Background: an optimization exercise with open tools, aiming at small area. Do not read the settings as production practice. Only simulation tests tie the RTL to the original design; equivalence was not proved. Power figures rest on the tool's default switching activity, not on a simulated workload. The flow treats the clock pin as an ideal source, which a real chip does not have.

`flow/flow/run.sh`:
```
#!/bin/bash
# Standard synthesis and layout, with these changes to how the layout is made:
#  - the RTL's gate modules (sky_<cell>) are mapped to the sky130 cells of
#    the same function before synthesis (cellmap.py), so synthesis keeps them;
#  - after synthesis, 2:1 mux cells that share a select are rewritten as
#    o22a/o22ai cells with one inverter per select (muxrw.py);
#  - the ports are buffered with the smallest buffer;
#  - clock tree synthesis adds no dummy loads and clusters up to 30 sinks;
#  - after placement repair, gates with slack are downsized, then slew and
#    capacitance are repaired again (post_resize.tcl).
set -euo pipefail
F=$(pwd)/flow
R=orfs/results/sky130hd/top/base
export BUFFER_PORTS_ARGS="-buffer_cell sky130_fd_sc_hd__buf_1"
export CTS_ARGS="-sink_clustering_enable -repair_clock_nets -dont_use_dummy_load -sink_clustering_size 30 -sink_clustering_max_diameter 80 -buf_list {sky130_fd_sc_hd__clkbuf_8 sky130_fd_sc_hd__clkbuf_16}"
export POST_RESIZE_TCL=$F/post_resize.tcl
cp design.v design.rtl.v
python3 $F/cellmap.py design.rtl.v design.v > cellmap.log 2>&1
bash standard.sh synth > synth.log 2>&1
cp $R/1_2_yosys.v $R/1_2_yosys.std.v
python3 $F/muxrw.py $R/1_2_yosys.std.v $R/1_2_yosys.v > muxrw.log 2>&1
rm -f $R/1_synth.odb
bash standard.sh synth > synth_odb.log 2>&1
bash standard.sh finish > layout.log 2>&1
```
`flow/flow/cellmap.py`:
```
#!/usr/bin/env python3
"""Map the design's gate modules (sky_<cell>) to the sky130_fd_sc_hd cells.

The RTL models a few gates as modules named sky_<cell>, with the cells'
functions and pin names.  This drops those module definitions and makes each
instance of sky_<cell> an instance of sky130_fd_sc_hd__<cell>, so that
synthesis keeps those gates as they are.
Usage: cellmap.py IN.v OUT.v
"""
import re, sys

src = open(sys.argv[1]).read()
src, n = re.subn(r'\bmodule\s+sky_\w+\s*\(.*?\bendmodule\b', '', src, flags=re.S)
src, m = re.subn(r'\bsky_(\w+)(\s+\w+\s*\()', r'sky130_fd_sc_hd__\1\2', src)
assert 'sky_' not in re.sub(r'sky130_fd_sc_hd__', '', src), 'unmapped sky_ name'
open(sys.argv[2], 'w').write(src)
print('cellmap: %d gate modules dropped, %d instances mapped' % (n, m))
```
`flow/flow/muxrw.py`:
```
#!/usr/bin/env python3
"""Rewrite 2:1 multiplexer cells of a Yosys netlist as OR-AND gates.

A select net that drives several mux2/mux2i cells gets one inverter, and each
of those cells becomes an o22a (mux2) or o22ai (mux2i) cell, which is
smaller:  S ? A1 : A0  ==  (S | A0) & (~S | A1).
Usage: muxrw.py IN.v OUT.v
"""
import re, sys, collections

src = open(sys.argv[1]).read()
inst_re = re.compile(r'(\n\s*)(sky130_fd_sc_hd__(mux2i?)_\d+)\s+(\S+)\s*\((.*?)\);', re.S)
pin_re = re.compile(r'\.(\w+)\(\s*(.*?)\s*\)\s*(?:,|$)', re.S)

def pins(body):
    # escaped identifiers keep the space that ends them
    return {m.group(1): (m.group(2) + ' ' if m.group(2).startswith('\\') else m.group(2))
            for m in pin_re.finditer(body.strip())}

muxes = []
count = None
for m in inst_re.finditer(src):
    muxes.append((m, pins(m.group(5))))


# existing inverters of a select net
inv_re = re.compile(r'sky130_fd_sc_hd__(?:inv|clkinv)_\d+\s+\S+\s*\((.*?)\);', re.S)
have_inv = {}
for m in inv_re.finditer(src):
    p = pins(m.group(1))
    if 'A' in p and 'Y' in p:
        have_inv.setdefault(p['A'], p['Y'])

# buffers: a select net is inverted at the root of its buffer tree
buf_re = re.compile(r'sky130_fd_sc_hd__(?:buf|clkbuf)_\d+\s+\S+\s*\((.*?)\);', re.S)
buf_in = {}
for m in buf_re.finditer(src):
    p = pins(m.group(1))
    if 'A' in p and 'X' in p:
        buf_in[p['X']] = p['A']
def root(s):
    while s in buf_in:
        s = buf_in[s]
    return s

count = collections.Counter(root(p['S']) for _, p in muxes)
new_inv = {}
def sel_n(s):
    r = root(s)
    if r in have_inv:
        return have_inv[r]
    if r not in new_inv:
        new_inv[r] = '\\muxrw_sn%d ' % len(new_inv)
    return new_inv[r]

out = []
pos = 0
nrw = 0
for m, p in muxes:
    s = p['S']
    if count[root(s)] < 2 and root(s) not in have_inv:
        continue
    sn = sel_n(s)
    if m.group(3) == 'mux2i':
        cell, o = 'sky130_fd_sc_hd__o22ai_1', '.Y(%s)' % p['Y']
    else:
        cell, o = 'sky130_fd_sc_hd__o22a_1', '.X(%s)' % p['X']
    out.append(src[pos:m.start()])
    out.append('%s%s %s (.A1(%s), .A2(%s), .B1(%s), .B2(%s), %s);' %
               (m.group(1), cell, m.group(4), s, p['A0'], sn, p['A1'], o))
    pos = m.end()
    nrw += 1
out.append(src[pos:])
res = ''.join(out)
decl = []
for i, (s, sn) in enumerate(new_inv.items()):
    decl.append(' wire %s;' % sn)
    decl.append(' sky130_fd_sc_hd__inv_1 \\muxrw_inv%d  (.A(%s), .Y(%s));' % (i, s, sn))
k = res.rindex('endmodule')
res = res[:k] + '\n'.join(decl) + '\n' + res[k:]
open(sys.argv[2], 'w').write(res)
print('muxrw: %d muxes rewritten, %d inverters added, %d reused' %
      (nrw, len(new_inv), len([s for s in count if s in have_inv])))
```
`flow/flow/post_resize.tcl`:
```
# After placement-based repair: downsize gates whose paths have slack, then
# repair max slew / capacitance / fanout again.
repair_timing -recover_power 100 -verbose
repair_design_helper
```
`flow/standard.sh`:
```
#!/bin/bash
# synth_recipe.tcl (not shown) runs the flow's synth.tcl, then flattens the netlist and writes it again
# the make line also repeats each setting of config.mk as NAME=value (left out here)
make -C /OpenROAD-flow-scripts/flow DESIGN_CONFIG=/design/flow/config.mk WORK_HOME=/design/flow/orfs CLKGATE_MAP_FILE= SYNTH_SCRIPT=/design/flow/synth_recipe.tcl "${@:-finish}"
```
`flow/config.mk`:
```
export PLATFORM = sky130hd
export DESIGN_NAME = top
export DESIGN_NICKNAME = top
export VERILOG_FILES = /design/flow/design.v
export SDC_FILE = /design/flow/constraint.sdc
export NUM_CORES = 4
export LEC_CHECK = 0
export CAP_MARGIN = 20
export CORE_MARGIN = 2
export CORE_UTILIZATION = 70
export SETUP_SLACK_MARGIN = 0.15
export SLEW_MARGIN = 20
```
`flow/constraint.sdc`:
```
create_clock -name core_clock -period 4.0 [get_ports {clk}]
set_input_delay 0.8000 -clock core_clock [delete_from_list [all_inputs] [get_ports {clk}]]
set_output_delay 0.8000 -clock core_clock [all_outputs]
set_load 0.01 [all_outputs]
```
`flow/design.v`:
```
module cas (
  input  [7:0] a,
  input  [7:0] b,
  output [7:0] lo,
  output [7:0] hi
);
wire [8:0] gt;
assign gt[0] = 1'b0;
genvar i;
generate
  for (i = 0; i < 8; i = i + 1) begin : rip
    assign gt[i+1] = (a[i] & ~b[i]) | (gt[i] & (a[i] | ~b[i]));
  end
endgenerate
wire swap = gt[8];
assign lo = swap ? b : a;
assign hi = swap ? a : b;
endmodule
module casg #(parameter INV = 0) (
  input  [7:0] a,
  input  [7:0] b,
  output [7:0] lo,
  output [7:0] hi
);
wire [7:0] x = INV ? b : a;
wire [7:0] y = INV ? a : b;
wire [7:0] yn;
wire [8:1] c;
sky130_fd_sc_hd__nor2b_1 u_c1 (.A(y[0]), .B_N(x[0]), .Y(c[1]));
genvar i;
generate
  for (i = 1; i < 8; i = i + 1) begin : rip
    sky130_fd_sc_hd__inv_1 u_yn (.A(y[i]), .Y(yn[i]));
    sky130_fd_sc_hd__maj3_1 u_c (.A(x[i]), .B(yn[i]), .C(c[i]), .X(c[i+1]));
  end
endgenerate
wire s = c[8];
wire sn;
sky130_fd_sc_hd__inv_1 u_sn (.A(s), .Y(sn));
generate
  for (i = 0; i < 7; i = i + 1) begin : mux
    sky130_fd_sc_hd__o22ai_1 u_lo (.A1(s), .A2(a[i]), .B1(sn), .B2(b[i]), .Y(lo[i]));
    sky130_fd_sc_hd__o22ai_1 u_hi (.A1(s), .A2(b[i]), .B1(sn), .B2(a[i]), .Y(hi[i]));
  end
  if (INV) begin : top_inv
    sky130_fd_sc_hd__nor2_1 u_lo7 (.A(a[7]), .B(b[7]), .Y(lo[7]));
    sky130_fd_sc_hd__nand2_1 u_hi7 (.A(a[7]), .B(b[7]), .Y(hi[7]));
  end else begin : top_true
    sky130_fd_sc_hd__nand2_1 u_lo7 (.A(a[7]), .B(b[7]), .Y(lo[7]));
    sky130_fd_sc_hd__nor2_1 u_hi7 (.A(a[7]), .B(b[7]), .Y(hi[7]));
  end
endgenerate
endmodule
module casgm (
  input  [7:0] t,
  input  [7:0] nr,
  output [7:0] lo,
  output [7:0] hi
);
wire [8:1] c;
sky130_fd_sc_hd__and2_1 u_c1 (.A(t[0]), .B(nr[0]), .X(c[1]));
genvar i;
generate
  for (i = 1; i < 8; i = i + 1) begin : rip
    sky130_fd_sc_hd__maj3_1 u_c (.A(t[i]), .B(nr[i]), .C(c[i]), .X(c[i+1]));
  end
endgenerate
wire g = c[8];
wire gn;
sky130_fd_sc_hd__inv_1 u_gn (.A(g), .Y(gn));
wire [6:0] tn;
generate
  for (i = 0; i < 7; i = i + 1) begin : mux
    sky130_fd_sc_hd__inv_1 u_tn (.A(t[i]), .Y(tn[i]));
    sky130_fd_sc_hd__o22ai_1 u_lo (.A1(g), .A2(tn[i]), .B1(gn), .B2(nr[i]), .Y(lo[i]));
    sky130_fd_sc_hd__o22ai_1 u_hi (.A1(g), .A2(nr[i]), .B1(gn), .B2(tn[i]), .Y(hi[i]));
  end
endgenerate
sky130_fd_sc_hd__nor2b_1 u_lo7 (.A(nr[7]), .B_N(t[7]), .Y(lo[7]));
sky130_fd_sc_hd__nand2b_1 u_hi7 (.A_N(t[7]), .B(nr[7]), .Y(hi[7]));
endmodule
module casf #(parameter INV = 0) (
  input  [7:0] a,
  input  [7:0] b,
  output [7:0] lo,
  output [7:0] hi
);
wire [7:0] x = INV ? b : a;
wire [7:0] y = INV ? a : b;
wire [8:1] c;   
sky130_fd_sc_hd__nor2b_1 u_c1 (.A(y[0]), .B_N(x[0]), .Y(c[1]));
genvar i;
generate
  for (i = 1; i < 8; i = i + 1) begin : rip
    if (i % 2) begin : even_out
      wire g, p;
      sky130_fd_sc_hd__nor2b_1 u_g (.A(y[i]), .B_N(x[i]), .Y(g));
      sky130_fd_sc_hd__nand2b_1 u_p (.A_N(x[i]), .B(y[i]), .Y(p));
      sky130_fd_sc_hd__a21oi_1 u_c (.A1(p), .A2(c[i]), .B1(g), .Y(c[i+1]));
    end else begin : odd_out
      wire gn, pn;
      sky130_fd_sc_hd__nand2b_1 u_gn (.A_N(y[i]), .B(x[i]), .Y(gn));
      sky130_fd_sc_hd__nor2b_1 u_pn (.A(x[i]), .B_N(y[i]), .Y(pn));
      sky130_fd_sc_hd__o21ai_0 u_c (.A1(pn), .A2(c[i]), .B1(gn), .Y(c[i+1]));
    end
  end
endgenerate
wire sn = c[8];
wire s;
sky130_fd_sc_hd__inv_1 u_s (.A(sn), .Y(s));
generate
  for (i = 0; i < 7; i = i + 1) begin : mux
    sky130_fd_sc_hd__o22ai_1 u_lo (.A1(s), .A2(a[i]), .B1(sn), .B2(b[i]), .Y(lo[i]));
    sky130_fd_sc_hd__o22ai_1 u_hi (.A1(s), .A2(b[i]), .B1(sn), .B2(a[i]), .Y(hi[i]));
  end
  if (INV) begin : top_inv
    sky130_fd_sc_hd__nor2_1 u_lo7 (.A(a[7]), .B(b[7]), .Y(lo[7]));
    sky130_fd_sc_hd__nand2_1 u_hi7 (.A(a[7]), .B(b[7]), .Y(hi[7]));
  end else begin : top_true
    sky130_fd_sc_hd__nand2_1 u_lo7 (.A(a[7]), .B(b[7]), .Y(lo[7]));
    sky130_fd_sc_hd__nor2_1 u_hi7 (.A(a[7]), .B(b[7]), .Y(hi[7]));
  end
endgenerate
endmodule
module casfm (
  input  [7:0] t,
  input  [7:0] nr,
  output [7:0] lo,
  output [7:0] hi
);
wire [8:1] c;   
sky130_fd_sc_hd__and2_1 u_c1 (.A(t[0]), .B(nr[0]), .X(c[1]));
genvar i;
generate
  for (i = 1; i < 8; i = i + 1) begin : rip
    if (i % 2) begin : even_out
      wire g, p;
      sky130_fd_sc_hd__and2_1 u_g (.A(t[i]), .B(nr[i]), .X(g));
      sky130_fd_sc_hd__or2_1 u_p (.A(t[i]), .B(nr[i]), .X(p));
      sky130_fd_sc_hd__a21oi_1 u_c (.A1(p), .A2(c[i]), .B1(g), .Y(c[i+1]));
    end else begin : odd_out
      wire gn, pn;
      sky130_fd_sc_hd__nand2_1 u_gn (.A(t[i]), .B(nr[i]), .Y(gn));
      sky130_fd_sc_hd__nor2_1 u_pn (.A(t[i]), .B(nr[i]), .Y(pn));
      sky130_fd_sc_hd__o21ai_0 u_c (.A1(pn), .A2(c[i]), .B1(gn), .Y(c[i+1]));
    end
  end
endgenerate
wire gn = c[8];
wire g;
sky130_fd_sc_hd__inv_1 u_g (.A(gn), .Y(g));
wire [6:0] tn;
generate
  for (i = 0; i < 7; i = i + 1) begin : mux
    sky130_fd_sc_hd__inv_1 u_tn (.A(t[i]), .Y(tn[i]));
    sky130_fd_sc_hd__o22ai_1 u_lo (.A1(g), .A2(tn[i]), .B1(gn), .B2(nr[i]), .Y(lo[i]));
    sky130_fd_sc_hd__o22ai_1 u_hi (.A1(g), .A2(nr[i]), .B1(gn), .B2(tn[i]), .Y(hi[i]));
  end
endgenerate
sky130_fd_sc_hd__nor2b_1 u_lo7 (.A(nr[7]), .B_N(t[7]), .Y(lo[7]));
sky130_fd_sc_hd__nand2b_1 u_hi7 (.A_N(t[7]), .B(nr[7]), .Y(hi[7]));
endmodule











module top #(parameter n = 16, parameter k = 8)
(
  input clk,
  input rstn,
  input  [n * k - 1 : 0] in,
  output [n * k - 1 : 0] out
);
reg [4:0] age;
always @(posedge clk or negedge rstn) begin
  if (!rstn)
    age <= 5'd0;
  else if (age != 5'd17)
    age <= age + 5'd1;
end
wire valid = (age == 5'd17);
wire [7:0] x_0 = in[7:0];
wire [7:0] x_1 = in[15:8];
wire [7:0] x_2 = in[23:16];
wire [7:0] x_3 = in[31:24];
wire [7:0] x_4 = in[39:32];
wire [7:0] x_5 = in[47:40];
wire [7:0] x_6 = in[55:48];
wire [7:0] x_7 = in[63:56];
wire [7:0] x_8 = in[71:64];
wire [7:0] x_9 = in[79:72];
wire [7:0] x_10 = in[87:80];
wire [7:0] x_11 = in[95:88];
wire [7:0] x_12 = in[103:96];
wire [7:0] x_13 = in[111:104];
wire [7:0] x_14 = in[119:112];
wire [7:0] x_15 = in[127:120];
wire [7:0] c0_lo, c0_hi;
casg #(.INV(0)) u_cas0 (.a(x_0), .b(x_13), .lo(c0_lo), .hi(c0_hi));
wire [7:0] c1_lo, c1_hi;
casg #(.INV(0)) u_cas1 (.a(x_1), .b(x_12), .lo(c1_lo), .hi(c1_hi));
wire [7:0] c2_lo, c2_hi;
casg #(.INV(0)) u_cas2 (.a(x_2), .b(x_15), .lo(c2_lo), .hi(c2_hi));
wire [7:0] c3_lo, c3_hi;
casg #(.INV(0)) u_cas3 (.a(x_3), .b(x_14), .lo(c3_lo), .hi(c3_hi));
wire [7:0] c4_lo, c4_hi;
casg #(.INV(0)) u_cas4 (.a(x_4), .b(x_8), .lo(c4_lo), .hi(c4_hi));
wire [7:0] c5_lo, c5_hi;
casg #(.INV(0)) u_cas5 (.a(x_5), .b(x_6), .lo(c5_lo), .hi(c5_hi));
wire [7:0] c6_lo, c6_hi;
casg #(.INV(0)) u_cas6 (.a(x_7), .b(x_11), .lo(c6_lo), .hi(c6_hi));
wire [7:0] c7_lo, c7_hi;
casg #(.INV(0)) u_cas7 (.a(x_9), .b(x_10), .lo(c7_lo), .hi(c7_hi));
reg [127:0] s0;
always @(posedge clk) s0 <= {c2_hi, c3_hi, c0_hi, c1_hi, c6_hi, c7_hi, c7_lo, c4_hi, c6_lo, c5_hi, c5_lo, c4_lo, c3_lo, c2_lo, c1_lo, c0_lo};
wire [7:0] s0_0 = s0[7:0];
wire [7:0] s0_1 = s0[15:8];
wire [7:0] s0_2 = s0[23:16];
wire [7:0] s0_3 = s0[31:24];
wire [7:0] s0_4 = s0[39:32];
wire [7:0] s0_5 = s0[47:40];
wire [7:0] s0_6 = s0[55:48];
wire [7:0] s0_7 = s0[63:56];
wire [7:0] s0_8 = s0[71:64];
wire [7:0] s0_9 = s0[79:72];
wire [7:0] s0_10 = s0[87:80];
wire [7:0] s0_11 = s0[95:88];
wire [7:0] s0_12 = s0[103:96];
wire [7:0] s0_13 = s0[111:104];
wire [7:0] s0_14 = s0[119:112];
wire [7:0] s0_15 = s0[127:120];
wire [7:0] c8_lo, c8_hi;
casg #(.INV(1)) u_cas8 (.a(s0_0), .b(s0_5), .lo(c8_lo), .hi(c8_hi));
wire [7:0] c9_lo, c9_hi;
casg #(.INV(1)) u_cas9 (.a(s0_1), .b(s0_7), .lo(c9_lo), .hi(c9_hi));
wire [7:0] c10_lo, c10_hi;
casg #(.INV(1)) u_cas10 (.a(s0_2), .b(s0_9), .lo(c10_lo), .hi(c10_hi));
wire [7:0] c11_lo, c11_hi;
casg #(.INV(1)) u_cas11 (.a(s0_3), .b(s0_4), .lo(c11_lo), .hi(c11_hi));
wire [7:0] c12_lo, c12_hi;
casg #(.INV(1)) u_cas12 (.a(s0_6), .b(s0_13), .lo(c12_lo), .hi(c12_hi));
wire [7:0] c13_lo, c13_hi;
casg #(.INV(1)) u_cas13 (.a(s0_8), .b(s0_14), .lo(c13_lo), .hi(c13_hi));
wire [7:0] c14_lo, c14_hi;
casg #(.INV(1)) u_cas14 (.a(s0_10), .b(s0_15), .lo(c14_lo), .hi(c14_hi));
wire [7:0] c15_lo, c15_hi;
casg #(.INV(1)) u_cas15 (.a(s0_11), .b(s0_12), .lo(c15_lo), .hi(c15_hi));
reg [127:0] s1;
always @(posedge clk) s1 <= {c14_hi, c13_hi, c12_hi, c15_hi, c15_lo, c14_lo, c10_hi, c13_lo, c9_hi, c12_lo, c8_hi, c11_hi, c11_lo, c10_lo, c9_lo, c8_lo};
wire [7:0] s1_0 = s1[7:0];
wire [7:0] s1_1 = s1[15:8];
wire [7:0] s1_2 = s1[23:16];
wire [7:0] s1_3 = s1[31:24];
wire [7:0] s1_4 = s1[39:32];
wire [7:0] s1_5 = s1[47:40];
wire [7:0] s1_6 = s1[55:48];
wire [7:0] s1_7 = s1[63:56];
wire [7:0] s1_8 = s1[71:64];
wire [7:0] s1_9 = s1[79:72];
wire [7:0] s1_10 = s1[87:80];
wire [7:0] s1_11 = s1[95:88];
wire [7:0] s1_12 = s1[103:96];
wire [7:0] s1_13 = s1[111:104];
wire [7:0] s1_14 = s1[119:112];
wire [7:0] s1_15 = s1[127:120];
wire [7:0] c16_lo, c16_hi;
casg #(.INV(0)) u_cas16 (.a(s1_0), .b(s1_1), .lo(c16_lo), .hi(c16_hi));
wire [7:0] c17_lo, c17_hi;
casg #(.INV(0)) u_cas17 (.a(s1_2), .b(s1_3), .lo(c17_lo), .hi(c17_hi));
wire [7:0] c18_lo, c18_hi;
casg #(.INV(0)) u_cas18 (.a(s1_4), .b(s1_5), .lo(c18_lo), .hi(c18_hi));
wire [7:0] c19_lo, c19_hi;
casg #(.INV(0)) u_cas19 (.a(s1_6), .b(s1_8), .lo(c19_lo), .hi(c19_hi));
wire [7:0] c20_lo, c20_hi;
casg #(.INV(0)) u_cas20 (.a(s1_7), .b(s1_9), .lo(c20_lo), .hi(c20_hi));
wire [7:0] c21_lo, c21_hi;
casg #(.INV(0)) u_cas21 (.a(s1_10), .b(s1_11), .lo(c21_lo), .hi(c21_hi));
wire [7:0] c22_lo, c22_hi;
casg #(.INV(0)) u_cas22 (.a(s1_12), .b(s1_13), .lo(c22_lo), .hi(c22_hi));
wire [7:0] c23_lo, c23_hi;
casg #(.INV(0)) u_cas23 (.a(s1_14), .b(s1_15), .lo(c23_lo), .hi(c23_hi));
reg [127:0] s2;
always @(posedge clk) s2 <= {c23_hi, c23_lo, c22_hi, c22_lo, c21_hi, c21_lo, c20_hi, c19_hi, c20_lo, c19_lo, c18_hi, c18_lo, c17_hi, c17_lo, c16_hi, c16_lo};
wire [7:0] s2_0 = s2[7:0];
wire [7:0] s2_1 = s2[15:8];
wire [7:0] s2_2 = s2[23:16];
wire [7:0] s2_3 = s2[31:24];
wire [7:0] s2_4 = s2[39:32];
wire [7:0] s2_5 = s2[47:40];
wire [7:0] s2_6 = s2[55:48];
wire [7:0] s2_7 = s2[63:56];
wire [7:0] s2_8 = s2[71:64];
wire [7:0] s2_9 = s2[79:72];
wire [7:0] s2_10 = s2[87:80];
wire [7:0] s2_11 = s2[95:88];
wire [7:0] s2_12 = s2[103:96];
wire [7:0] s2_13 = s2[111:104];
wire [7:0] s2_14 = s2[119:112];
wire [7:0] s2_15 = s2[127:120];
wire [7:0] c24_lo, c24_hi;
casg #(.INV(1)) u_cas24 (.a(s2_0), .b(s2_2), .lo(c24_lo), .hi(c24_hi));
wire [7:0] c25_lo, c25_hi;
casg #(.INV(1)) u_cas25 (.a(s2_1), .b(s2_3), .lo(c25_lo), .hi(c25_hi));
wire [7:0] c26_lo, c26_hi;
casg #(.INV(1)) u_cas26 (.a(s2_4), .b(s2_10), .lo(c26_lo), .hi(c26_hi));
wire [7:0] c27_lo, c27_hi;
casg #(.INV(1)) u_cas27 (.a(s2_5), .b(s2_11), .lo(c27_lo), .hi(c27_hi));
wire [7:0] c28_lo, c28_hi;
casg #(.INV(1)) u_cas28 (.a(s2_6), .b(s2_7), .lo(c28_lo), .hi(c28_hi));
wire [7:0] c29_lo, c29_hi;
casg #(.INV(1)) u_cas29 (.a(s2_8), .b(s2_9), .lo(c29_lo), .hi(c29_hi));
wire [7:0] c30_lo, c30_hi;
casg #(.INV(1)) u_cas30 (.a(s2_12), .b(s2_14), .lo(c30_lo), .hi(c30_hi));
wire [7:0] c31_lo, c31_hi;
casg #(.INV(1)) u_cas31 (.a(s2_13), .b(s2_15), .lo(c31_lo), .hi(c31_hi));
reg [127:0] s3;
always @(posedge clk) s3 <= {c31_hi, c30_hi, c31_lo, c30_lo, c27_hi, c26_hi, c29_hi, c29_lo, c28_hi, c28_lo, c27_lo, c26_lo, c25_hi, c24_hi, c25_lo, c24_lo};
wire [7:0] s3_0 = s3[7:0];
wire [7:0] s3_1 = s3[15:8];
wire [7:0] s3_2 = s3[23:16];
wire [7:0] s3_3 = s3[31:24];
wire [7:0] s3_4 = s3[39:32];
wire [7:0] s3_5 = s3[47:40];
wire [7:0] s3_6 = s3[55:48];
wire [7:0] s3_7 = s3[63:56];
wire [7:0] s3_8 = s3[71:64];
wire [7:0] s3_9 = s3[79:72];
wire [7:0] s3_10 = s3[87:80];
wire [7:0] s3_11 = s3[95:88];
wire [7:0] s3_12 = s3[103:96];
wire [7:0] s3_13 = s3[111:104];
wire [7:0] s3_14 = s3[119:112];
wire [7:0] s3_15 = s3[127:120];
wire [7:0] c32_lo, c32_hi;
casg #(.INV(0)) u_cas32 (.a(s3_1), .b(s3_2), .lo(c32_lo), .hi(c32_hi));
wire [7:0] c33_lo, c33_hi;
casg #(.INV(0)) u_cas33 (.a(s3_3), .b(s3_12), .lo(c33_lo), .hi(c33_hi));
wire [7:0] c34_lo, c34_hi;
casg #(.INV(0)) u_cas34 (.a(s3_4), .b(s3_6), .lo(c34_lo), .hi(c34_hi));
wire [7:0] c35_lo, c35_hi;
casg #(.INV(0)) u_cas35 (.a(s3_5), .b(s3_7), .lo(c35_lo), .hi(c35_hi));
wire [7:0] c36_lo, c36_hi;
casg #(.INV(0)) u_cas36 (.a(s3_8), .b(s3_10), .lo(c36_lo), .hi(c36_hi));
wire [7:0] c37_lo, c37_hi;
casg #(.INV(0)) u_cas37 (.a(s3_9), .b(s3_11), .lo(c37_lo), .hi(c37_hi));
wire [7:0] c38_lo, c38_hi;
casg #(.INV(0)) u_cas38 (.a(s3_13), .b(s3_14), .lo(c38_lo), .hi(c38_hi));
reg [127:0] s4;
always @(posedge clk) s4 <= {s3_15, c38_hi, c38_lo, c33_hi, c37_hi, c36_hi, c37_lo, c36_lo, c35_hi, c34_hi, c35_lo, c34_lo, c33_lo, c32_hi, c32_lo, s3_0};
wire [7:0] s4_0 = s4[7:0];
wire [7:0] s4_1 = s4[15:8];
wire [7:0] s4_2 = s4[23:16];
wire [7:0] s4_3 = s4[31:24];
wire [7:0] s4_4 = s4[39:32];
wire [7:0] s4_5 = s4[47:40];
wire [7:0] s4_6 = s4[55:48];
wire [7:0] s4_7 = s4[63:56];
wire [7:0] s4_8 = s4[71:64];
wire [7:0] s4_9 = s4[79:72];
wire [7:0] s4_10 = s4[87:80];
wire [7:0] s4_11 = s4[95:88];
wire [7:0] s4_12 = s4[103:96];
wire [7:0] s4_13 = s4[111:104];
wire [7:0] s4_14 = s4[119:112];
wire [7:0] s4_15 = s4[127:120];
wire [7:0] c39_lo, c39_hi;
casg #(.INV(1)) u_cas39 (.a(s4_1), .b(s4_4), .lo(c39_lo), .hi(c39_hi));
wire [7:0] c40_lo, c40_hi;
casg #(.INV(1)) u_cas40 (.a(s4_2), .b(s4_6), .lo(c40_lo), .hi(c40_hi));
wire [7:0] c41_lo, c41_hi;
casg #(.INV(1)) u_cas41 (.a(s4_5), .b(s4_8), .lo(c41_lo), .hi(c41_hi));
wire [7:0] c42_lo, c42_hi;
casg #(.INV(1)) u_cas42 (.a(s4_7), .b(s4_10), .lo(c42_lo), .hi(c42_hi));
wire [7:0] c43_lo, c43_hi;
casg #(.INV(1)) u_cas43 (.a(s4_9), .b(s4_13), .lo(c43_lo), .hi(c43_hi));
wire [7:0] c44_lo, c44_hi;
casg #(.INV(1)) u_cas44 (.a(s4_11), .b(s4_14), .lo(c44_lo), .hi(c44_hi));
reg [127:0] s5;
always @(posedge clk) s5 <= {s4_15, c44_hi, c43_hi, s4_12, c44_lo, c42_hi, c43_lo, c41_hi, c42_lo, c40_hi, c41_lo, c39_hi, s4_3, c40_lo, c39_lo, s4_0};
wire [7:0] s5_0 = s5[7:0];
wire [7:0] s5_1 = s5[15:8];
wire [7:0] s5_2 = s5[23:16];
wire [7:0] s5_3 = s5[31:24];
wire [7:0] s5_4 = s5[39:32];
wire [7:0] s5_5 = s5[47:40];
wire [7:0] s5_6 = s5[55:48];
wire [7:0] s5_7 = s5[63:56];
wire [7:0] s5_8 = s5[71:64];
wire [7:0] s5_9 = s5[79:72];
wire [7:0] s5_10 = s5[87:80];
wire [7:0] s5_11 = s5[95:88];
wire [7:0] s5_12 = s5[103:96];
wire [7:0] s5_13 = s5[111:104];
wire [7:0] s5_14 = s5[119:112];
wire [7:0] s5_15 = s5[127:120];
wire [7:0] c45_lo, c45_hi;
casf #(.INV(0)) u_cas45 (.a(s5_2), .b(s5_4), .lo(c45_lo), .hi(c45_hi));
wire [7:0] c46_lo, c46_hi;
casfm u_cas46 (.t(s5_6), .nr(s5_3), .lo(c46_lo), .hi(c46_hi));
wire [7:0] c47_lo, c47_hi;
casfm u_cas47 (.t(s5_9), .nr(s5_12), .lo(c47_lo), .hi(c47_hi));
wire [7:0] c48_lo, c48_hi;
casf #(.INV(0)) u_cas48 (.a(s5_11), .b(s5_13), .lo(c48_lo), .hi(c48_hi));
wire [7:0] c49_lo, c49_hi;
casf #(.INV(0)) u_cas49 (.a(c46_lo), .b(s5_5), .lo(c49_lo), .hi(c49_hi));
wire [7:0] c50_lo, c50_hi;
casf #(.INV(0)) u_cas50 (.a(c46_hi), .b(s5_8), .lo(c50_lo), .hi(c50_hi));
wire [7:0] c51_lo, c51_hi;
casf #(.INV(0)) u_cas51 (.a(s5_7), .b(c47_lo), .lo(c51_lo), .hi(c51_hi));
wire [7:0] c52_lo, c52_hi;
casf #(.INV(0)) u_cas52 (.a(s5_10), .b(c47_hi), .lo(c52_lo), .hi(c52_hi));
reg [127:0] s6;
always @(posedge clk) s6 <= {s5_15, s5_14, c48_hi, c52_hi, c48_lo, c52_lo, c51_hi, c50_hi, c51_lo, c50_lo, c49_hi, c45_hi, c49_lo, c45_lo, s5_1, s5_0};
wire [7:0] s6_0 = s6[7:0];
wire [7:0] s6_1 = s6[15:8];
wire [7:0] s6_2 = s6[23:16];
wire [7:0] s6_3 = s6[31:24];
wire [7:0] s6_4 = s6[39:32];
wire [7:0] s6_5 = s6[47:40];
wire [7:0] s6_6 = s6[55:48];
wire [7:0] s6_7 = s6[63:56];
wire [7:0] s6_8 = s6[71:64];
wire [7:0] s6_9 = s6[79:72];
wire [7:0] s6_10 = s6[87:80];
wire [7:0] s6_11 = s6[95:88];
wire [7:0] s6_12 = s6[103:96];
wire [7:0] s6_13 = s6[111:104];
wire [7:0] s6_14 = s6[119:112];
wire [7:0] s6_15 = s6[127:120];
wire [7:0] t1 = ~s6_2;
wire [7:0] t2 = ~s6_3;
wire [7:0] t3 = ~s6_4;
wire [7:0] t4 = ~s6_5;
wire [7:0] t5 = ~s6_6;
wire [7:0] t6 = ~s6_7;
wire [7:0] t7 = ~s6_8;
wire [7:0] t8 = ~s6_9;
wire [7:0] t9 = ~s6_10;
wire [7:0] t10 = ~s6_11;
wire [7:0] t11 = ~s6_12;
wire [7:0] t12 = ~s6_13;
wire [7:0] c53_lo, c53_hi;
casf #(.INV(1)) u_cas53 (.a(s6_3), .b(s6_4), .lo(c53_lo), .hi(c53_hi));
wire [7:0] c54_lo, c54_hi;
casf #(.INV(1)) u_cas54 (.a(s6_5), .b(s6_6), .lo(c54_lo), .hi(c54_hi));
wire [7:0] c55_lo, c55_hi;
casf #(.INV(1)) u_cas55 (.a(s6_7), .b(s6_8), .lo(c55_lo), .hi(c55_hi));
wire [7:0] c56_lo, c56_hi;
casf #(.INV(1)) u_cas56 (.a(s6_9), .b(s6_10), .lo(c56_lo), .hi(c56_hi));
wire [7:0] c57_lo, c57_hi;
casf #(.INV(1)) u_cas57 (.a(s6_11), .b(s6_12), .lo(c57_lo), .hi(c57_hi));
wire [7:0] c58_lo, c58_hi;
casf #(.INV(0)) u_cas58 (.a(c54_hi), .b(c55_lo), .lo(c58_lo), .hi(c58_hi));
wire [7:0] c59_lo, c59_hi;
casf #(.INV(0)) u_cas59 (.a(c55_hi), .b(c56_lo), .lo(c59_lo), .hi(c59_hi));
wire [95:0] low = {s6_15[5:0], s6_14[5:0], s6_13[5:0], c57_hi[5:0], c57_lo[5:0], c56_hi[5:0], c59_hi[5:0], c59_lo[5:0], c58_hi[5:0], c58_lo[5:0], c54_lo[5:0], c53_hi[5:0], c53_lo[5:0], s6_2[5:0], s6_1[5:0], s6_0[5:0]};
wire [15:0] z1;
assign z1[0] = (~s6_0[7] & ~s6_0[6]);
assign z1[1] = (~s6_1[7] & ~s6_1[6]);
assign z1[2] = (~t1[7] & ~t1[6]);
assign z1[3] = ((~t2[7] & ~t2[6]) | (~t3[7] & ~t3[6]));
assign z1[4] = ((~t2[7] & ~t2[6]) & (~t3[7] & ~t3[6]));
assign z1[5] = ((~t4[7] & ~t4[6]) | (~t5[7] & ~t5[6]));
assign z1[6] = (((~t4[7] & ~t4[6]) & (~t5[7] & ~t5[6])) | ((~t6[7] & ~t6[6]) | (~t7[7] & ~t7[6])));
assign z1[7] = (((~t4[7] & ~t4[6]) & (~t5[7] & ~t5[6])) & ((~t6[7] & ~t6[6]) | (~t7[7] & ~t7[6])));
assign z1[8] = (((~t6[7] & ~t6[6]) & (~t7[7] & ~t7[6])) | ((~t8[7] & ~t8[6]) | (~t9[7] & ~t9[6])));
assign z1[9] = (((~t6[7] & ~t6[6]) & (~t7[7] & ~t7[6])) & ((~t8[7] & ~t8[6]) | (~t9[7] & ~t9[6])));
assign z1[10] = ((~t8[7] & ~t8[6]) & (~t9[7] & ~t9[6]));
assign z1[11] = ((~t10[7] & ~t10[6]) | (~t11[7] & ~t11[6]));
assign z1[12] = ((~t10[7] & ~t10[6]) & (~t11[7] & ~t11[6]));
assign z1[13] = (~t12[7] & ~t12[6]);
assign z1[14] = (~s6_14[7] & ~s6_14[6]);
assign z1[15] = (~s6_15[7] & ~s6_15[6]);
wire [15:0] z2;
assign z2[0] = (~s6_0[7]);
assign z2[1] = (~s6_1[7]);
assign z2[2] = (~t1[7]);
assign z2[3] = ((~t2[7]) | (~t3[7]));
assign z2[4] = ((~t2[7]) & (~t3[7]));
assign z2[5] = ((~t4[7]) | (~t5[7]));
assign z2[6] = (((~t4[7]) & (~t5[7])) | ((~t6[7]) | (~t7[7])));
assign z2[7] = (((~t4[7]) & (~t5[7])) & ((~t6[7]) | (~t7[7])));
assign z2[8] = (((~t6[7]) & (~t7[7])) | ((~t8[7]) | (~t9[7])));
assign z2[9] = (((~t6[7]) & (~t7[7])) & ((~t8[7]) | (~t9[7])));
assign z2[10] = ((~t8[7]) & (~t9[7]));
assign z2[11] = ((~t10[7]) | (~t11[7]));
assign z2[12] = ((~t10[7]) & (~t11[7]));
assign z2[13] = (~t12[7]);
assign z2[14] = (~s6_14[7]);
assign z2[15] = (~s6_15[7]);
wire [15:0] z3;
assign z3[0] = (~(s6_0[7] & s6_0[6]));
assign z3[1] = (~(s6_1[7] & s6_1[6]));
assign z3[2] = (~(t1[7] & t1[6]));
assign z3[3] = ((~(t2[7] & t2[6])) | (~(t3[7] & t3[6])));
assign z3[4] = ((~(t2[7] & t2[6])) & (~(t3[7] & t3[6])));
assign z3[5] = ((~(t4[7] & t4[6])) | (~(t5[7] & t5[6])));
assign z3[6] = (((~(t4[7] & t4[6])) & (~(t5[7] & t5[6]))) | ((~(t6[7] & t6[6])) | (~(t7[7] & t7[6]))));
assign z3[7] = (((~(t4[7] & t4[6])) & (~(t5[7] & t5[6]))) & ((~(t6[7] & t6[6])) | (~(t7[7] & t7[6]))));
assign z3[8] = (((~(t6[7] & t6[6])) & (~(t7[7] & t7[6]))) | ((~(t8[7] & t8[6])) | (~(t9[7] & t9[6]))));
assign z3[9] = (((~(t6[7] & t6[6])) & (~(t7[7] & t7[6]))) & ((~(t8[7] & t8[6])) | (~(t9[7] & t9[6]))));
assign z3[10] = ((~(t8[7] & t8[6])) & (~(t9[7] & t9[6])));
assign z3[11] = ((~(t10[7] & t10[6])) | (~(t11[7] & t11[6])));
assign z3[12] = ((~(t10[7] & t10[6])) & (~(t11[7] & t11[6])));
assign z3[13] = (~(t12[7] & t12[6]));
assign z3[14] = (~(s6_14[7] & s6_14[6]));
assign z3[15] = (~(s6_15[7] & s6_15[6]));
wire [4:0] n1 = therm2bin(z1), n2 = therm2bin(z2), n3 = therm2bin(z3);
wire [1:0] full = {n2[4], n3[4] & ~n2[4] | n1[4]};
reg [109:0] e7;
always @(posedge clk) e7 <= {full, n3[3:0], n2[3:0], n1[3:0], low};
reg [109:0] e8;
always @(posedge clk) e8 <= e7;
reg [109:0] e9;
always @(posedge clk) e9 <= e8;
reg [109:0] e10;
always @(posedge clk) e10 <= e9;
reg [109:0] e11;
always @(posedge clk) e11 <= e10;
reg [109:0] e12;
always @(posedge clk) e12 <= e11;
reg [109:0] e13;
always @(posedge clk) e13 <= e12;
reg [109:0] e14;
always @(posedge clk) e14 <= e13;
reg [109:0] e15;
always @(posedge clk) e15 <= e14;
reg [109:0] e16;
always @(posedge clk) e16 <= e15;
wire [1:0] nfull = e16[109:108];
localparam [15:0] lowpol = 16'b0010001111000100;
wire [4:0] cnt1 = {nfull == 2'd3, e16[99:96]};
wire [4:0] cnt2 = {nfull[1], e16[103:100]};
wire [4:0] cnt3 = {nfull != 2'd0, e16[107:104]};
genvar h;
generate
  for (h = 0; h < 16; h = h + 1) begin : expand
    wire b7 = (h >= cnt2);
    wire b6 = ((h >= cnt1) && (h < cnt2)) || (h >= cnt3);
    assign out[8*h+7 -: 8] = valid ? {b7, b6, e16[6*h+5 -: 6] ^ {6{lowpol[h]}}} : 8'd0;
  end
endgenerate
function [4:0] therm2bin;
  input [15:0] z;
  begin
    therm2bin[4] = z[15];
    therm2bin[3] = z[7] & ~z[15];
    therm2bin[2] = (z[3] & ~z[7]) | (z[11] & ~z[15]);
    therm2bin[1] = (z[1] & ~z[3]) | (z[5] & ~z[7]) | (z[9] & ~z[11]) | (z[13] & ~z[15]);
    therm2bin[0] = (z[0] & ~z[1]) | (z[2] & ~z[3]) | (z[4] & ~z[5]) | (z[6] & ~z[7]) |
                   (z[8] & ~z[9]) | (z[10] & ~z[11]) | (z[12] & ~z[13]) | (z[14] & ~z[15]);
  end
endfunction
endmodule
```
==> results of run 1 <==
==> per-layer routing <==
| layer | part of all wire, % | global-route usage, % | wire length [um] |
|---|---|---|---|
| met1 | 41 | 29.8 | 42500 |
| met2 | 50 | 44.5 | 51500 |
| met3 | 4.1 | 3.04 | 4230 |
| met4 | 5.3 | 12.9 | 5490 |
| met5 | 0 | 0 | 0 |
==> cell type report <==
class                           instances  area [um2]  share of cell area [%]
Clock buffer                           77        1930                    3.23
Inverter                              400        1570                    2.64
Multi-Input combinational cell       1917       13000                    21.8
Sequential cell                      2001       40100                    67.2
Tap cell                             1040        1300                    2.18
Timing Repair Buffer                  362        1720                    2.89
Timing Repair inverter                  3        22.5                  0.0378
==> stage by stage <==
| step | setup slack [ns] | util [%] | std cells | hold WS, ns |
|---|---|---|---|---|
| after floorplan | 0.157 | - | 4345 | 0.310 |
| after global placement | 0.0239 | 74.1 | 5696 | 0.309 |
| after detailed placement | -0.104 | 74.0 | 5696 | 0.312 |
| after CTS | 0.155 | 76.6 | 5774 | 0.256 |
| after global routing | -0.0320 | 77.2 | 5800 | 0.256 |
| final | 0.230 | 77.2 | 5800 | 0.261 |
==> critical path: cells and delay by family (launching register included) <==
family	cells	cell delay, ns
AND/OR/NAND/NOR	1	0.08
AO/OA/AOI/OAI	1	0.20
flip-flops	1	0.43
buffers and inverters	1	0.31
adder cells (fa/ha/maj)	7	2.61
==> worst paths after layout <==
check	startpoint	slack (ns)	end	cells after the start
max in group asynchronous	rstn	3.24	age[1]	2
max	s0[88]	0.23	s1[89]	10
min reg2reg	s5[14]	0.26	s6[14]	0
min in group asynchronous	rstn	0.54	age[0]	2
min	s5[14]	0.26	s6[14]	0
max reg2reg	s0[88]	0.23	s1[89]	10
==> logic make-up (layout without fill, tap and decap cells) <==
family,Yosys count,count (layout)
simple gates,574,574
fa+ha+maj,323,323
flops,2001,2001
xor+xnor,4,4
buf+inv,428,842
compound gates,1015,1016
==> synthesized netlist by cell type, drive strengths merged, types with 3 or more instances <==
library cell	instances
o21ai	57
dfxtp	1996
nand2	79
o21a	4
a32oi	3
o211ai	3
clkbuf	12
a21oi	76
nor2b	153
maj3	315
ha	8
inv	400
or3	3
dfrtp	5
nor4	5
o22ai	833
nand2b	94
o22a	4
nand3	10
xnor2	4
nor2	117
and3	6
nand4	3
and2	73
a31oi	4
buf	16
a22oi	7
or2	15
nor3	6
==> state kept, by name, indices dropped and copies added, names as in the netlist <==
name,cells
s1,128
s4,128
s0,128
e13,110
s5,128
e14,110
s3,128
e16,110
e12,110
s2,128
e11,110
e15,110
e9,110
e10,110
e8,110
s6,128
age,5
e7,110
==> power breakdown <==
part           total (mW)  leakage, nW  internal (mW)  switching, mW
sequential           34.3         16.9           29.5           4.83
clock                8.82        0.949           3.48           5.34
combinational        17.1         6.18           7.57           9.49
==> what timing repair did <==
item / in CTS / in global routing
setup endpoints to repair: 60 / 176
gates cloned: 0 / 6
setup buffers: 0 / 20
hold buffers: 1 / 0
gates resized for setup: 9 / 90
pin swaps: 0 / 13
endpoints found under the hold margin: 5 / 0
==> results.toml, run 1 <==
[routing]
wl_um = 104000
viasPerCell = 5.49
dr.pass1.iters = 7
drc_errors = 0
ant_nets = 0
vias = 31900
wire_per_inst_um = 17.9
drt_iter0_markers = 1971

[yosys]
ys_seq_area_share_pct = 73.6
ys_warn_count = 1
synthTopCellsByArea = "dfxtp_1, o22ai_1, maj3_1"
async_flop_share_pct = 0.250
ys_types = 60
synth_mux_area_share_pct = 0
synth_ff_type = "dfxtp_1"
synth_fa_ha_area_share_pct = 5.98
yosys.area_share.simple_pct = 5.73
synth_nets = 4483
netlist_area_um2 = 54400
synth_edf_count = 0
synth_top_area_cell = "dfxtp_1"
synth_top_family_by_area = "compound AO/OA/AOI/OAI gates"
syn_area_per_cell_um2 = 12.5
syn_inst = 4345
synth_seq_cells = 2001
synth_compound_area_share_pct = 11.6
yosysTopAreaCellShare_pct = 73.4
synth_xor_area_share_pct = 0.0644

[power_and_ir_drop]
power_per_cell_area_nw_per_um2 = 1010
p_total_mw = 60.2
leakagePower_nw = 24.0
vdd_drop_max_uv = 613

[sta]
fin_crit_ns = 3.77
finalSetupViolCount = 0
finalHoldViolations = 0
finalCritPeriodShare_pct = 94.2
slew_violations = 0
rsz0062_at_grt = "true"
fin_skew_ns = 0.0685
max_freq_mhz = 265
relSlewSlack_pct = 33.8
tns_ns = 0
worstMarginPinSlew_ns = 0.993

[critical_path]
cp.required_ns = 4.47
critPathKind = "reg2reg"
slowest_delay_ns = 0.43
crit_path_frequent_cell = "maj3_1"
cp-end-kind = "flop"
arrival_ns = 4.24
cp_slowest_cell = "dfxtp_1"
critPathMaxFanout = 14
cp-start-kind = "flop"
path_cells = "nor2b_1 > maj3_1 > maj3_1 > maj3_1 > maj3_1 > maj3_1 > maj3_1 > maj3_1 > inv_1 > o22ai_1"

[die]
coreArea_um2 = 77200
die_h_um = 283
rows = 102
ios = 258
initial_core_util_pct = 70.5
die_w_um = 283
die_area_um2 = 80000

[final_layout]
fill_cells = 4833
area_growth_syn_to_layout_pct = 9.52
antennaDiodeCount = 0
fin_nets = 4900
drive_gt1_share_pct = 5.59
final_cell_mix = "dfxtp_1, o22ai_1, inv_1"
design_area_um2 = 59600
final_common_cell = "dfxtp_1"

[grt]
antenna_found_initial = 1
overflow = 0
grt_pass1_wl_um = 155000
grt_usage_pct = 25.0
first_global_vias = 29600
grt_max_degree = 42

[place]
hpwl_um = 73300
placed_cell_area_um2 = 57100
gp_congestion = 0.943
portBuffers = 257

[run_status]
status = "timing/DRC/antenna clean"

[clocking]
cts_tree = "yes"
cts.sink_count = 2001
cts_buffer_depth = 3
cts_inserted_buffers = 77
clkLatencyLatePin_ns = 0.67
cts_root_buffer = "clkbuf_16"
cts.clk_slew.worst_paths_ns = 0.10
htreeDepth = 3

[worst_hold_path]
hold_path_class = "reg2reg"

[flow_run]
max_cap_violations = 0
==> run 2, diff against run 1 <==
--- a/flow/config.mk
+++ b/flow/config.mk
@@ -9,3 +9,3 @@
 export CORE_MARGIN = 2
-export CORE_UTILIZATION = 70
+export CORE_UTILIZATION = 60
 export SETUP_SLACK_MARGIN = 0.15
==> run 2 against run 1 <==
  * Synthesized cell count is the same
  * Global-route usage decreased by 4.3 points
  * Area after synthesis did not move
  * Sequential power decreased by 1%
  * Still clean on timing, DRC and antenna
  * Combinational power about the same
  * Largest power group unchanged
  * Die area rose by 16%
  * Worst hold slack better by 0.041 ns
  * Clock skew down 0.019 ns
==> results.toml, run 2 <==
[sta]
worstMarginPinSlew_ns = 1.00
finalHoldViolations = 0
fin_crit_ns = 3.83
tns_ns = 0
max_freq_mhz = 261
relSlewSlack_pct = 33.0
finalSetupViolCount = 0
fin_skew_ns = 0.0499
rsz0062_at_grt = "true"
whs_ns = 0.302
slew_violations = 0
finalCritPeriodShare_pct = 95.7

[yosys]
ys_seq_area_share_pct = 73.6
ys_warn_count = 1
synth_most_common_cell = "dfxtp_1"
syn_area_per_cell_um2 = 12.5
synthTopCellsByArea = "dfxtp_1, o22ai_1, maj3_1"
synth_ff_type = "dfxtp_1"
synth_commonest_cells = "dfxtp_1, o22ai_1, inv_1"
synth_top_area_cell = "dfxtp_1"
synth_nets = 4483
syn_inst = 4345
synth_edf_count = 0
yosysTopAreaCellShare_pct = 73.4
synth_seq_cells = 2001
netlist_area_um2 = 54400
ys_types = 60
async_flop_share_pct = 0.250

[routing]
drt_iter0_markers = 1877
vias = 31000
ant_nets = 0
dr.pass1.iters = 5
viasPerCell = 5.22
dr_wl_met3_um = 3550
drc_errors = 0
dr_wl_met2_um = 47800
wire_per_inst_um = 16.8
wl_met1_um = 44200
top_layer_used = "met4"
wl_um = 99900

[critical_path]
cp-end-kind = "flop"
crit_path_frequent_cell = "maj3_1"
cp.required_ns = 4.50
cp_slowest_cell = "maj3_1"
reg2regPathDepth = 10
path_depth = 10
crit_family = "adder cells"
critPathMaxFanout = 14
critPathKind = "reg2reg"
arrival_ns = 4.32
crit_buf_inv = 1
cp-start-kind = "flop"
slowest_delay_ns = 0.42
path_cells = "nor2b_1 > maj3_1 > maj3_1 > maj3_1 > maj3_1 > maj3_1 > maj3_1 > maj3_1 > buf_4 > o22ai_1"

[clocking]
htreeDepth = 3
cts_tree = "yes"
cts.clk_slew.worst_paths_ns = 0.11
cts_inserted_buffers = 78
cts_buffer_depth = 3
cts_root_buffer = "clkbuf_16"
clkLatencyLatePin_ns = 0.66
cts.sink_count = 2001

[place]
placed_cell_area_um2 = 57300
place_inst = 5830
portBuffers = 257
gp_congestion = 0.929
hpwl_um = 74200

[power_and_ir_drop]
leakagePower_nw = 24.0
intPower_mw = 40.6
combPwrFrac_pct = 28.5
vdd_drop_max_uv = 591
power_frac_clock_pct = 14.8
pwr-share-seq_pct = 56.7
power_per_cell_area_nw_per_um2 = 998
p_total_mw = 59.8
swShare_pct = 32.1
power.switching_mw = 19.2

[grt]
antenna_found_initial = 1
first_global_vias = 28800
overflow = 0
grt_pass1_wl_um = 153000
grt_usage_pct = 20.7
grt_max_degree = 33

[worst_hold_path]
hold_path_class = "reg2reg"
hold_depth = 0

[final_layout]
instances_no_fill = 5936
design_area_um2 = 59900
fin_nets = 4896
final_common_cell = "dfxtp_1"
drive_gt1_share_pct = 5.85
final_cell_mix = "dfxtp_1, o22ai_1, inv_1"
area_growth_syn_to_layout_pct = 9.96

[run_status]
status = "timing/DRC/antenna clean"

[flow_run]
max_cap_violations = 0

[die]
initial_core_util_pct = 60.5
ios = 258
die_w_um = 305
die_area_um2 = 93200
die_h_um = 305
coreArea_um2 = 90000
rows = 110
==> run 2: cell counts after synthesis <==
No cell type changed its count.
==> run 2: metrics by stage <==
stage	setup slack (ns)	utilization, %
2_1_floorplan	0.157	-
3_3_place_gp	-0.0289	63.7
3_5_place_dp	-0.108	63.7
4_1_cts	0.151	66.0
5_1_grt	0.0867	66.5
6_report	0.174	66.5
==> run 2: kinds of logic after synthesis <==
family	after synthesis	share of synthesized area, %
flip-flops	2001	73.6
adder cells (fa/ha/maj)	323	5.98
buffers and inverters	428	3.04
AO/OA/AOI/OAI	1015	11.6
XOR/XNOR	4	0.0643
AND/OR/NAND/NOR	574	5.73
==> run 2: layout make-up <==
cell class              instances  area (um2)
well taps                    1176        1470
flip-flops and latches       2001       40100
clock buffers                  78        1950
repair inverters                3        22.5
repair buffers                357        1700
multi-input cells            1917       13000
fillers                      6877       30100
inverters                     400        1580
diodes                          4        10.0
==> run 2: final timing paths <==
path | startpoint | endpoint | slack (ns)
setup reg to reg | s2[64] | s3[72] | 0.17
min in group asynchronous | rstn | age[2] | 0.53
setup / recovery | s2[64] | s3[72] | 0.17
hold / removal | e12[59] | e13[59] | 0.30
hold reg to reg | e12[59] | e13[59] | 0.30
max in group asynchronous | rstn | age[1] | 3.25
==> run 2: power by group through the flow <==
stage	clock, mW	combinational [mW]	sequential [mW]
global route	9.84	18.7	34.9
floorplan	0	11.5	32.4
finish	8.85	17.0	33.9
detailed placement	0	15.7	34.4
global placement	0	15.6	34.1
CTS	9.14	16.0	33.9
==> run 2: per-layer routing <==
layer / up-vias / GRT usage, %
met5: - / 0
met4: 0 / 9.43
met3: 174 / 2.36
met2: 691 / 36.1
met1: 14200 / 26.0
li1: 15900 / -
==> run 2: what timing repair did <==
action	in CTS	in global routing
hold buffers	1	0
setup endpoints to repair	74	144
gates resized for setup	13	85
cloned	0	4
pin swaps	0	5
buffers inserted	5	14
endpoints found under the hold margin	5	0
==> run 2: worst register-to-register path, cell delays in order (launching register included) <==
cell and delay (ns):
dfxtp_1 0.41, nor2b_1 0.07, maj3_1 0.36, maj3_1 0.37, maj3_1 0.36, maj3_1 0.36, maj3_1 0.37, maj3_1 0.36
maj3_1 0.42, buf_4 0.21, o22ai_1 0.40
==> run 3, diff against run 2 <==
--- a/flow/design.v
+++ b/flow/design.v
@@ -403,19 +403,11 @@
 wire [7:0] c45_lo, c45_hi;
-casf #(.INV(0)) u_cas45 (.a(s5_2), .b(s5_4), .lo(c45_lo), .hi(c45_hi));
+casg #(.INV(0)) u_cas45 (.a(s5_2), .b(s5_4), .lo(c45_lo), .hi(c45_hi));
 wire [7:0] c46_lo, c46_hi;
-casfm u_cas46 (.t(s5_6), .nr(s5_3), .lo(c46_lo), .hi(c46_hi));
+casgm u_cas46 (.t(s5_6), .nr(s5_3), .lo(c46_lo), .hi(c46_hi));
 wire [7:0] c47_lo, c47_hi;
-casfm u_cas47 (.t(s5_9), .nr(s5_12), .lo(c47_lo), .hi(c47_hi));
+casgm u_cas47 (.t(s5_9), .nr(s5_12), .lo(c47_lo), .hi(c47_hi));
 wire [7:0] c48_lo, c48_hi;
-casf #(.INV(0)) u_cas48 (.a(s5_11), .b(s5_13), .lo(c48_lo), .hi(c48_hi));
-wire [7:0] c49_lo, c49_hi;
-casf #(.INV(0)) u_cas49 (.a(c46_lo), .b(s5_5), .lo(c49_lo), .hi(c49_hi));
-wire [7:0] c50_lo, c50_hi;
-casf #(.INV(0)) u_cas50 (.a(c46_hi), .b(s5_8), .lo(c50_lo), .hi(c50_hi));
-wire [7:0] c51_lo, c51_hi;
-casf #(.INV(0)) u_cas51 (.a(s5_7), .b(c47_lo), .lo(c51_lo), .hi(c51_hi));
-wire [7:0] c52_lo, c52_hi;
-casf #(.INV(0)) u_cas52 (.a(s5_10), .b(c47_hi), .lo(c52_lo), .hi(c52_hi));
+casg #(.INV(0)) u_cas48 (.a(s5_11), .b(s5_13), .lo(c48_lo), .hi(c48_hi));
 reg [127:0] s6;
-always @(posedge clk) s6 <= {s5_15, s5_14, c48_hi, c52_hi, c48_lo, c52_lo, c51_hi, c50_hi, c51_lo, c50_lo, c49_hi, c45_hi, c49_lo, c45_lo, s5_1, s5_0};
+always @(posedge clk) s6 <= {s5_15, s5_14, c48_hi, c47_hi, c48_lo, s5_10, c47_lo, s5_8, s5_7, c46_hi, s5_5, c45_hi, c46_lo, c45_lo, s5_1, s5_0};
 wire [7:0] s6_0 = s6[7:0];
@@ -436,24 +428,50 @@
 wire [7:0] s6_15 = s6[127:120];
-wire [7:0] t1 = ~s6_2;
-wire [7:0] t2 = ~s6_3;
-wire [7:0] t3 = ~s6_4;
-wire [7:0] t4 = ~s6_5;
-wire [7:0] t5 = ~s6_6;
-wire [7:0] t6 = ~s6_7;
-wire [7:0] t7 = ~s6_8;
-wire [7:0] t8 = ~s6_9;
-wire [7:0] t9 = ~s6_10;
-wire [7:0] t10 = ~s6_11;
-wire [7:0] t11 = ~s6_12;
-wire [7:0] t12 = ~s6_13;
+wire [7:0] c49_lo, c49_hi;
+casg #(.INV(0)) u_cas49 (.a(s6_3), .b(s6_5), .lo(c49_lo), .hi(c49_hi));
+wire [7:0] c50_lo, c50_hi;
+casg #(.INV(0)) u_cas50 (.a(s6_6), .b(s6_8), .lo(c50_lo), .hi(c50_hi));
+wire [7:0] c51_lo, c51_hi;
+casg #(.INV(0)) u_cas51 (.a(s6_7), .b(s6_9), .lo(c51_lo), .hi(c51_hi));
+wire [7:0] c52_lo, c52_hi;
+casg #(.INV(0)) u_cas52 (.a(s6_10), .b(s6_12), .lo(c52_lo), .hi(c52_hi));
+reg [127:0] s7;
+always @(posedge clk) s7 <= {s6_15, s6_14, s6_13, c52_hi, s6_11, c52_lo, c51_hi, c50_hi, c51_lo, c50_lo, c49_hi, s6_4, c49_lo, s6_2, s6_1, s6_0};
+wire [7:0] s7_0 = s7[7:0];
+wire [7:0] s7_1 = s7[15:8];
+wire [7:0] s7_2 = s7[23:16];
+wire [7:0] s7_3 = s7[31:24];
+wire [7:0] s7_4 = s7[39:32];
+wire [7:0] s7_5 = s7[47:40];
+wire [7:0] s7_6 = s7[55:48];
+wire [7:0] s7_7 = s7[63:56];
+wire [7:0] s7_8 = s7[71:64];
+wire [7:0] s7_9 = s7[79:72];
+wire [7:0] s7_10 = s7[87:80];
+wire [7:0] s7_11 = s7[95:88];
+wire [7:0] s7_12 = s7[103:96];
+wire [7:0] s7_13 = s7[111:104];
+wire [7:0] s7_14 = s7[119:112];
+wire [7:0] s7_15 = s7[127:120];
+wire [7:0] t1 = ~s7_2;
+wire [7:0] t2 = ~s7_3;
+wire [7:0] t3 = ~s7_4;
+wire [7:0] t4 = ~s7_5;
+wire [7:0] t5 = ~s7_6;
+wire [7:0] t6 = ~s7_7;
+wire [7:0] t7 = ~s7_8;
+wire [7:0] t8 = ~s7_9;
+wire [7:0] t9 = ~s7_10;
+wire [7:0] t10 = ~s7_11;
+wire [7:0] t11 = ~s7_12;
+wire [7:0] t12 = ~s7_13;
 wire [7:0] c53_lo, c53_hi;
-casf #(.INV(1)) u_cas53 (.a(s6_3), .b(s6_4), .lo(c53_lo), .hi(c53_hi));
+casf #(.INV(1)) u_cas53 (.a(s7_3), .b(s7_4), .lo(c53_lo), .hi(c53_hi));
 wire [7:0] c54_lo, c54_hi;
-casf #(.INV(1)) u_cas54 (.a(s6_5), .b(s6_6), .lo(c54_lo), .hi(c54_hi));
+casf #(.INV(1)) u_cas54 (.a(s7_5), .b(s7_6), .lo(c54_lo), .hi(c54_hi));
 wire [7:0] c55_lo, c55_hi;
-casf #(.INV(1)) u_cas55 (.a(s6_7), .b(s6_8), .lo(c55_lo), .hi(c55_hi));
+casf #(.INV(1)) u_cas55 (.a(s7_7), .b(s7_8), .lo(c55_lo), .hi(c55_hi));
 wire [7:0] c56_lo, c56_hi;
-casf #(.INV(1)) u_cas56 (.a(s6_9), .b(s6_10), .lo(c56_lo), .hi(c56_hi));
+casf #(.INV(1)) u_cas56 (.a(s7_9), .b(s7_10), .lo(c56_lo), .hi(c56_hi));
 wire [7:0] c57_lo, c57_hi;
-casf #(.INV(1)) u_cas57 (.a(s6_11), .b(s6_12), .lo(c57_lo), .hi(c57_hi));
+casf #(.INV(1)) u_cas57 (.a(s7_11), .b(s7_12), .lo(c57_lo), .hi(c57_hi));
 wire [7:0] c58_lo, c58_hi;
@@ -462,6 +480,6 @@
 casf #(.INV(0)) u_cas59 (.a(c55_hi), .b(c56_lo), .lo(c59_lo), .hi(c59_hi));
-wire [95:0] low = {s6_15[5:0], s6_14[5:0], s6_13[5:0], c57_hi[5:0], c57_lo[5:0], c56_hi[5:0], c59_hi[5:0], c59_lo[5:0], c58_hi[5:0], c58_lo[5:0], c54_lo[5:0], c53_hi[5:0], c53_lo[5:0], s6_2[5:0], s6_1[5:0], s6_0[5:0]};
+wire [95:0] low = {s7_15[5:0], s7_14[5:0], s7_13[5:0], c57_hi[5:0], c57_lo[5:0], c56_hi[5:0], c59_hi[5:0], c59_lo[5:0], c58_hi[5:0], c58_lo[5:0], c54_lo[5:0], c53_hi[5:0], c53_lo[5:0], s7_2[5:0], s7_1[5:0], s7_0[5:0]};
 wire [15:0] z1;
-assign z1[0] = (~s6_0[7] & ~s6_0[6]);
-assign z1[1] = (~s6_1[7] & ~s6_1[6]);
+assign z1[0] = (~s7_0[7] & ~s7_0[6]);
+assign z1[1] = (~s7_1[7] & ~s7_1[6]);
 assign z1[2] = (~t1[7] & ~t1[6]);
@@ -478,7 +496,7 @@
 assign z1[13] = (~t12[7] & ~t12[6]);
-assign z1[14] = (~s6_14[7] & ~s6_14[6]);
-assign z1[15] = (~s6_15[7] & ~s6_15[6]);
+assign z1[14] = (~s7_14[7] & ~s7_14[6]);
+assign z1[15] = (~s7_15[7] & ~s7_15[6]);
 wire [15:0] z2;
-assign z2[0] = (~s6_0[7]);
-assign z2[1] = (~s6_1[7]);
+assign z2[0] = (~s7_0[7]);
+assign z2[1] = (~s7_1[7]);
 assign z2[2] = (~t1[7]);
@@ -495,7 +513,7 @@
 assign z2[13] = (~t12[7]);
-assign z2[14] = (~s6_14[7]);
-assign z2[15] = (~s6_15[7]);
+assign z2[14] = (~s7_14[7]);
+assign z2[15] = (~s7_15[7]);
 wire [15:0] z3;
-assign z3[0] = (~(s6_0[7] & s6_0[6]));
-assign z3[1] = (~(s6_1[7] & s6_1[6]));
+assign z3[0] = (~(s7_0[7] & s7_0[6]));
+assign z3[1] = (~(s7_1[7] & s7_1[6]));
 assign z3[2] = (~(t1[7] & t1[6]));
@@ -512,10 +530,8 @@
 assign z3[13] = (~(t12[7] & t12[6]));
-assign z3[14] = (~(s6_14[7] & s6_14[6]));
-assign z3[15] = (~(s6_15[7] & s6_15[6]));
+assign z3[14] = (~(s7_14[7] & s7_14[6]));
+assign z3[15] = (~(s7_15[7] & s7_15[6]));
 wire [4:0] n1 = therm2bin(z1), n2 = therm2bin(z2), n3 = therm2bin(z3);
 wire [1:0] full = {n2[4], n3[4] & ~n2[4] | n1[4]};
-reg [109:0] e7;
-always @(posedge clk) e7 <= {full, n3[3:0], n2[3:0], n1[3:0], low};
 reg [109:0] e8;
-always @(posedge clk) e8 <= e7;
+always @(posedge clk) e8 <= {full, n3[3:0], n2[3:0], n1[3:0], low};
 reg [109:0] e9;
--- a/flow/config.mk
+++ b/flow/config.mk
@@ -9,3 +9,3 @@
 export CORE_MARGIN = 2
-export CORE_UTILIZATION = 60
+export CORE_UTILIZATION = 70
 export SETUP_SLACK_MARGIN = 0.15
==> run 3 against run 2 <==
  * Still clean
  * Clock power about the same
  * Register-to-register slack about the same
  * Clock-buffer cell count decreased by 1
  * Non-clock buffer count decreased by 1
  * Critical path type unchanged
==> results.toml, run 3 <==
[die]
die_h_um = 283
die_area_um2 = 80200
ios = 258
rows = 102
initial_core_util_pct = 70.6
die_w_um = 283
coreArea_um2 = 77300

[routing]
ant_nets = 0
wl_um = 103000
viasPerCell = 5.43
drt_iter0_markers = 2003
vias = 31200
drc_errors = 0
dr.pass1.iters = 7
wire_per_inst_um = 17.9

[final_layout]
fin_nets = 4839
design_area_um2 = 59500
antennaDiodeCount = 0
final_common_cell = "dfxtp_1"
area_growth_syn_to_layout_pct = 9.11
final_cell_mix = "dfxtp_1, o22ai_1, inv_1"
drive_gt1_share_pct = 5.09
fin_util_pct = 77.0

[grt]
first_global_vias = 29700
grt_usage_pct = 24.7
grt_max_degree = 44
antenna_found_initial = 0
overflow = 0
grt_pass1_wl_um = 156000

[clocking]
htreeDepth = 3
cts.sink_count = 2019
cts_tree = "yes"
cts_root_buffer = "clkbuf_16"
cts_inserted_buffers = 77
cts_buffer_depth = 3
clkLatencyLatePin_ns = 0.67
cts.clk_slew.worst_paths_ns = 0.10

[sta]
fin_ws_ns = 0.169
finalSetupViolCount = 0
relSlewSlack_pct = 37.2
worstMarginPinSlew_ns = 0.943
max_freq_mhz = 261
fin_crit_ns = 3.83
tns_ns = 0
slew_violations = 0
finalCritPeriodShare_pct = 95.8
finalHoldViolations = 0
fin_skew_ns = 0.0588

[yosys]
synth_ff_type = "dfxtp_1"
synth_seq_cells = 2019
synth_nets = 4431
synthTopCellsByArea = "dfxtp_1, o22ai_1, maj3_1"
synth_commonest_cells = "dfxtp_1, o22ai_1, inv_1"
syn_inst = 4293
netlist_area_um2 = 54600
synth_most_common_cell = "dfxtp_1"
synth_edf_count = 0
synth_top_area_cell = "dfxtp_1"
yosysTopAreaCellShare_pct = 73.9
async_flop_share_pct = 0.248
ys_types = 60
ys_seq_area_share_pct = 74.1
ys_warn_count = 1
syn_area_per_cell_um2 = 12.7

[place]
hpwl_um = 73000
pre_cts_ws_ns = -0.0855
placed_cell_area_um2 = 57300
portBuffers = 257
gp_congestion = 0.908

[critical_path]
path_cells = "nor2b_1 > maj3_1 > maj3_1 > maj3_1 > maj3_1 > maj3_1 > maj3_1 > maj3_1 > buf_4 > o22ai_1"
r2r-start = "s2[112]"
critPathKind = "reg2reg"
crit_family = "adder cells"
crit_buf_inv = 1
crit_path_frequent_cell = "maj3_1"
cp-end-kind = "flop"
cp_slowest_cell = "maj3_1"
cp.required_ns = 4.53
arrival_ns = 4.37
critPathMaxFanout = 14
crit_path_start = "s2[112]"
slowest_delay_ns = 0.42
cp-start-kind = "flop"

[power_and_ir_drop]
power_per_cell_area_nw_per_um2 = 987
leakagePower_nw = 24.1
p_total_mw = 58.8
intPower_mw = 40.1
combPwrFrac_pct = 26.2
vdd_drop_max_uv = 601
power_frac_clock_pct = 15.1
power.switching_mw = 18.7
pwr-share-seq_pct = 58.7
swShare_pct = 31.8

[worst_hold_path]
hold_path_class = "reg2reg"
holdCritStartpoint = "e15[22]"

[run_status]
status = "timing/DRC/antenna clean"

[flow_run]
max_cap_violations = 0
[run 3: cell count changes after synthesis, sizes merged]
| cell | previous run | this run |
|---|---|---|
| o21ai | 57 | 33 |
| nand2 | 79 | 73 |
| inv | 400 | 442 |
| maj3 | 315 | 371 |
| a21oi | 76 | 44 |
| or2 | 15 | 7 |
| nand2b | 94 | 52 |
| and2 | 73 | 65 |
| nor2b | 153 | 111 |
| nor2 | 117 | 111 |
| dfxtp | 1996 | 2014 |
[run 3: cell families (layout without fill, tap and decap cells)]
family	after synthesis	in the layout	synth area share, %
buffers and inverters	470	876	3.32
AND/OR/NAND/NOR	462	462	4.49
adder cells (fa/ha/maj)	379	379	6.99
XOR/XNOR	4	4	0.0642
AO/OA/AOI/OAI	959	959	11.0
flip-flops	2019	2019	74.1
[run 3: cell type report]
class | count | area, um2
Clock buffer | 77 | 1930
Fill cell | 4883 | 17800
Timing Repair Buffer | 356 | 1680
Sequential cell | 2019 | 40400
Tap cell | 1040 | 1300
Timing Repair inverter | 1 | 7.51
Inverter | 442 | 1720
Multi-Input combinational cell | 1804 | 12500
[run 3: worst paths after layout]
path,to,slack [ns],cells past startpoint
worst max-delay path,s3[98],0.17,10
worst min-delay path,e16[22],0.30,0
worst max register to register,s3[98],0.17,10
worst min register to register,e16[22],0.30,0
max in group asynchronous,age[0],3.24,2
min in group asynchronous,age[1],0.54,2
[run 3: what timing repair did]
item | CTS | global route
cloned | 0 | 2
setup endpoints to repair | 49 | 83
endpoints found under the hold margin | 5 | 0
pin swaps | 0 | 6
resized for setup | 6 | 56
hold buffers | 1 | 0
buffers inserted | 0 | 12
[run 3: stage by stage]
| step | hold WS (ns) | instances |
|---|---|---|
| after floorplan | 0.310 | 4293 |
| after global placement | 0.309 | 5647 |
| after detailed placement | 0.312 | 5647 |
| after CTS | 0.287 | 5725 |
| after global routing | 0.298 | 5739 |
| final | 0.300 | 5739 |
[run 3: power by group through the flow]
stage / Sequential, mW / Combinational [mW] / Clock, mW
6_report: 34.5 / 15.4 / 8.88
3_5_place_dp: 34.8 / 14.3 / 0
5_1_grt: 35.4 / 16.7 / 9.77
3_3_place_gp: 34.3 / 14.1 / 0
2_1_floorplan: 32.6 / 10.7 / 0
4_1_cts: 34.6 / 14.6 / 9.06
[run 3: metal layers]
layer	wire length [um]	up-vias	global-route usage, %
met2	51600	865	45.0
met3	4070	209	2.92
met5	0	-	0
met4	5100	0	11.5
li1	-	15700	-
met1	42100	14400	29.1
